Context: an optimization exercise on an open-source flow, tuned for a short achievable clock period and few clock cycles. The choices shown serve that exercise and are no tape-out recipe. In this exercise RTL edits were held to simulation tests only and were not proved equivalent to the original. Power and IR drop assume default switching activity.

==> flow/design.v (excerpt) <==
module rv32i_core (
    input logic clk,
    rst,
    output logic [31:0] imem_addr,
    input logic [31:0] imem_rdata,
    output logic [31:0] dmem_addr,
    input logic [31:0] dmem_rdata,
    output logic [31:0] dmem_wdata,
    output logic [3:0] dmem_wmask
);
clock: 13.0 ns
lec_check: 0
abc_clock_period_in_ps: 3000
cap_margin: 20
core_margin: 2
core_utilization: 40
place_density: 0.6
setup_slack_margin: 5
slew_margin: 20
standard.sh (not shown) runs the stock make flow with config.mk's settings and CLKGATE_MAP_FILE= SYNTH_SCRIPT=/design/flow/synth_recipe.tcl, a recipe that flattens the netlist after the stock synthesis.
==> flow/flow/run.sh <==
#!/bin/bash
set -euo pipefail
MARGIN=$(cat flow/margin.txt)
sed -E "s/SETUP_SLACK_MARGIN=[0-9.]+/SETUP_SLACK_MARGIN=${MARGIN}/" standard.sh > standard_margin.sh
grep -q "SETUP_SLACK_MARGIN=${MARGIN}" standard_margin.sh
bash standard_margin.sh synth > log_synth.txt 2>&1
bash standard_margin.sh floorplan > log_floorplan.txt 2>&1
bash standard_margin.sh place > log_place.txt 2>&1
bash standard_margin.sh cts > log_cts.txt 2>&1
bash standard_margin.sh route > log_route.txt 2>&1
bash standard_margin.sh finish > log_finish.txt 2>&1
==> flow/flow/margin.txt <==
9
The baseline passed the timing, DRC and antenna checks.
Testbench counts at the start, summed over its fixed seeds: cycles 205,746.
Next try:
--- a/flow/design.v
+++ b/flow/design.v
@@ -25,29 +25,32 @@
                 Pn[i] = P[i] & P[i-d];
             end
             G = Gn;
             P = Pn;
         end
         r[0] = p[0] ^ cin;
         for (int i = 1; i < 32; i++) r[i] = p[i] ^ G[i-1];
         r[32] = G[31];
         padd = r;
     endfunction
-    localparam int NBTB = 4;
+    localparam int NBTB = 8;
     logic [31:0] pc;
     logic [31:0] pc_o;           
     logic [31:0] a_o;            
     logic [NBTB-1:0] bv;
     logic [29:0]     btag [NBTB];
     logic [29:0]     btgt [NBTB];
-    logic [1:0]      bptr;
+    logic [2:0]      bptr;
     logic            bi_v;       
+    logic            bd_v;       
+    logic [NBTB-1:0] bd_sel;
+    logic [NBTB-1:0] x_bhit;     
     logic [29:0]     bi_tag, bi_tgt;
     logic        xv;             
     logic [31:0] x_pc, x_pc4, x_imm;
     logic [31:0] x_a, x_b;       
     logic [31:0] x_bimm;         
     logic        x_fwdb;         
     logic        x_fwd1, x_fwd2; 
     logic        x_lu;           
     logic [4:0]  x_rdw;          
     logic        x_load, x_store, x_branch, x_jal, x_jalr, x_pred, x_back;
@@ -163,23 +166,32 @@
                  | ({32{x_r_sltu}}  & {31'd0, lt_u})
                  | ({32{x_r_xor}}   & (opa ^ opb))
                  | ({32{x_r_or}}    & (opa | opb))
                  | ({32{x_r_and}}   & (opa & opb))
                  | ({32{x_r_sll}}   & sll_r)
                  | ({32{x_r_sr}}    & sr_r)
                  | ({32{x_r_imm}}   & x_imm)
                  | ({32{x_r_pcimm}} & pc_imm)
                  | ({32{x_r_pc4}}   & x_pc4);
     function automatic logic [2:0] cmp(input logic [31:0] a, input logic [31:0] b);
+        logic [31:0] l, e;
         logic lu;
-        lu = (a < b);
-        cmp = {a == b, lu, (a[31] ^ b[31]) ? a[31] : lu};
+        l = ~a & b;
+        e = ~(a ^ b);
+        for (int w = 1; w < 32; w = w * 2) begin
+            for (int k = 0; k < 32; k = k + 2 * w) begin
+                l[k] = l[k+w] | (e[k+w] & l[k]);
+                e[k] = e[k+w] & e[k];
+            end
+        end
+        lu = l[0];
+        cmp = {e[0], lu, (a[31] ^ b[31]) ? a[31] : lu};
     endfunction
     function automatic logic br_cond(input logic [2:0] f3, input logic [2:0] c);
         case (f3)
             3'b000:  br_cond = c[2];
             3'b001:  br_cond = ~c[2];
             3'b100:  br_cond = c[0];
             3'b101:  br_cond = ~c[0];
             3'b110:  br_cond = c[1];
             3'b111:  br_cond = ~c[1];
             default: br_cond = 1'b0;
@@ -217,22 +229,23 @@
             x_redirect = 1'b1;
         end else if (x_jal) begin
             x_redirect = ~x_pred;
         end else if (x_branch) begin
             x_redirect = taken ^ x_pred;
         end else begin
             x_redirect = x_pred;
         end
         x_redirect = (x_redirect & x_go) | x_replay;
     end
-    logic b_ins;
-    assign b_ins = x_go & ~x_pred & (x_jal | (x_branch & x_back & taken));
+    logic b_ins, b_del;
+    assign b_ins = x_go & ~x_pred & (x_jal | (x_branch & taken));
+    assign b_del = x_go & x_pred & x_branch & ~x_back & ~taken;
     logic [3:0] st_mask;
     logic [31:0] st_data;
     always_comb begin
         case (x_f3[1:0])
             2'b00: begin
                 st_mask = 4'b0001 << sum[1:0];
                 st_data = {4{rs2v[7:0]}};
             end
             2'b01: begin
                 st_mask = sum[1] ? 4'b1100 : 4'b0011;
@@ -283,35 +296,40 @@
         end else if (mv) begin
             for (int i = 1; i < 32; i++) if (m_rdw == 5'(i)) rf[i] <= wb_v;
         end
     end
     always_ff @(posedge clk or posedge rst) begin
         if (rst) begin
             pc <= 32'd0;
             xv <= 1'b0;
             mv <= 1'b0;
             bv <= '0;
-            bptr <= 2'd0;
+            bptr <= 3'd0;
             bi_v <= 1'b0;
+            bd_v <= 1'b0;
         end else begin
             pc <= pc_n;
             xv <= ~x_redirect;
             mv <= x_go;
             bi_v <= b_ins;
+            bd_v <= b_del;
+            if (bd_v) bv <= bv & ~bd_sel;
             if (bi_v) begin
                 bv[bptr] <= 1'b1;
-                bptr <= bptr + 2'd1;
+                bptr <= bptr + 3'd1;
             end
         end
     end
     always_ff @(posedge clk) begin
         bi_tag <= x_pc[31:2];
+        bd_sel <= x_bhit;
+        x_bhit <= bhit;
         bi_tgt <= pc_imm[31:2];
         if (bi_v) begin
             btag[bptr] <= bi_tag;
             btgt[bptr] <= bi_tgt;
         end
         x_lu <= f_lu;
         x_fwd1 <= f_fwd1;
         x_fwd2 <= f_fwd2;
         x_fwdb <= f_fwd2 & (f_op | f_branch);
         x_a <= f_a;
The new run finished with timing, DRC and antenna clean.
Design area went up by 11%.
Register-to-register slack got worse by 30 ps.
Synthesized cell count went up by 6.1%.
Critical path depth went up by 8.
Routed wire length went up by 5.0%.
Fmax went down by 0.54%.
Clock power went up by 16%.
Testbench counts after the change, summed over its fixed seeds: cycles 200,637.

what the ideal ports hide:
In the flow no input, the clock included, has a driving cell. The finished layouts below were timed again as built, in two steps. Step 1 (the two cells are an assumption about what drives the block):
set clk [get_ports {clk}]
set_driving_cell -lib_cell sky130_fd_sc_hd__clkbuf_16 $clk
set_driving_cell -lib_cell sky130_fd_sc_hd__buf_2 [delete_from_list [all_inputs] $clk]
Step 2 adds t to the input delays and takes it off the output delays; t is the mean of the earliest and latest rising clock arrival at the registers after step 1. Input paths then give back, and output paths get back, about the clock's delay inside the block. Three values: ideal, step 1, step 2; two values: the first two.
| run | t, ns | setup slack, ns | worst slew at a driven data input, ns |
|---|---|---|---|
| the first run | 0.982 | 8.760 / 8.714 / 7.732 | 0.15 |
| the second run | 0.995 | 8.737 / 8.712 / 7.717 | 0.34 |
After both steps setup and hold are still met in every run listed. For the first run, which loses most, drivers alone change the setup slack by -0.046 ns; drivers and shift together by -1.028 ns.
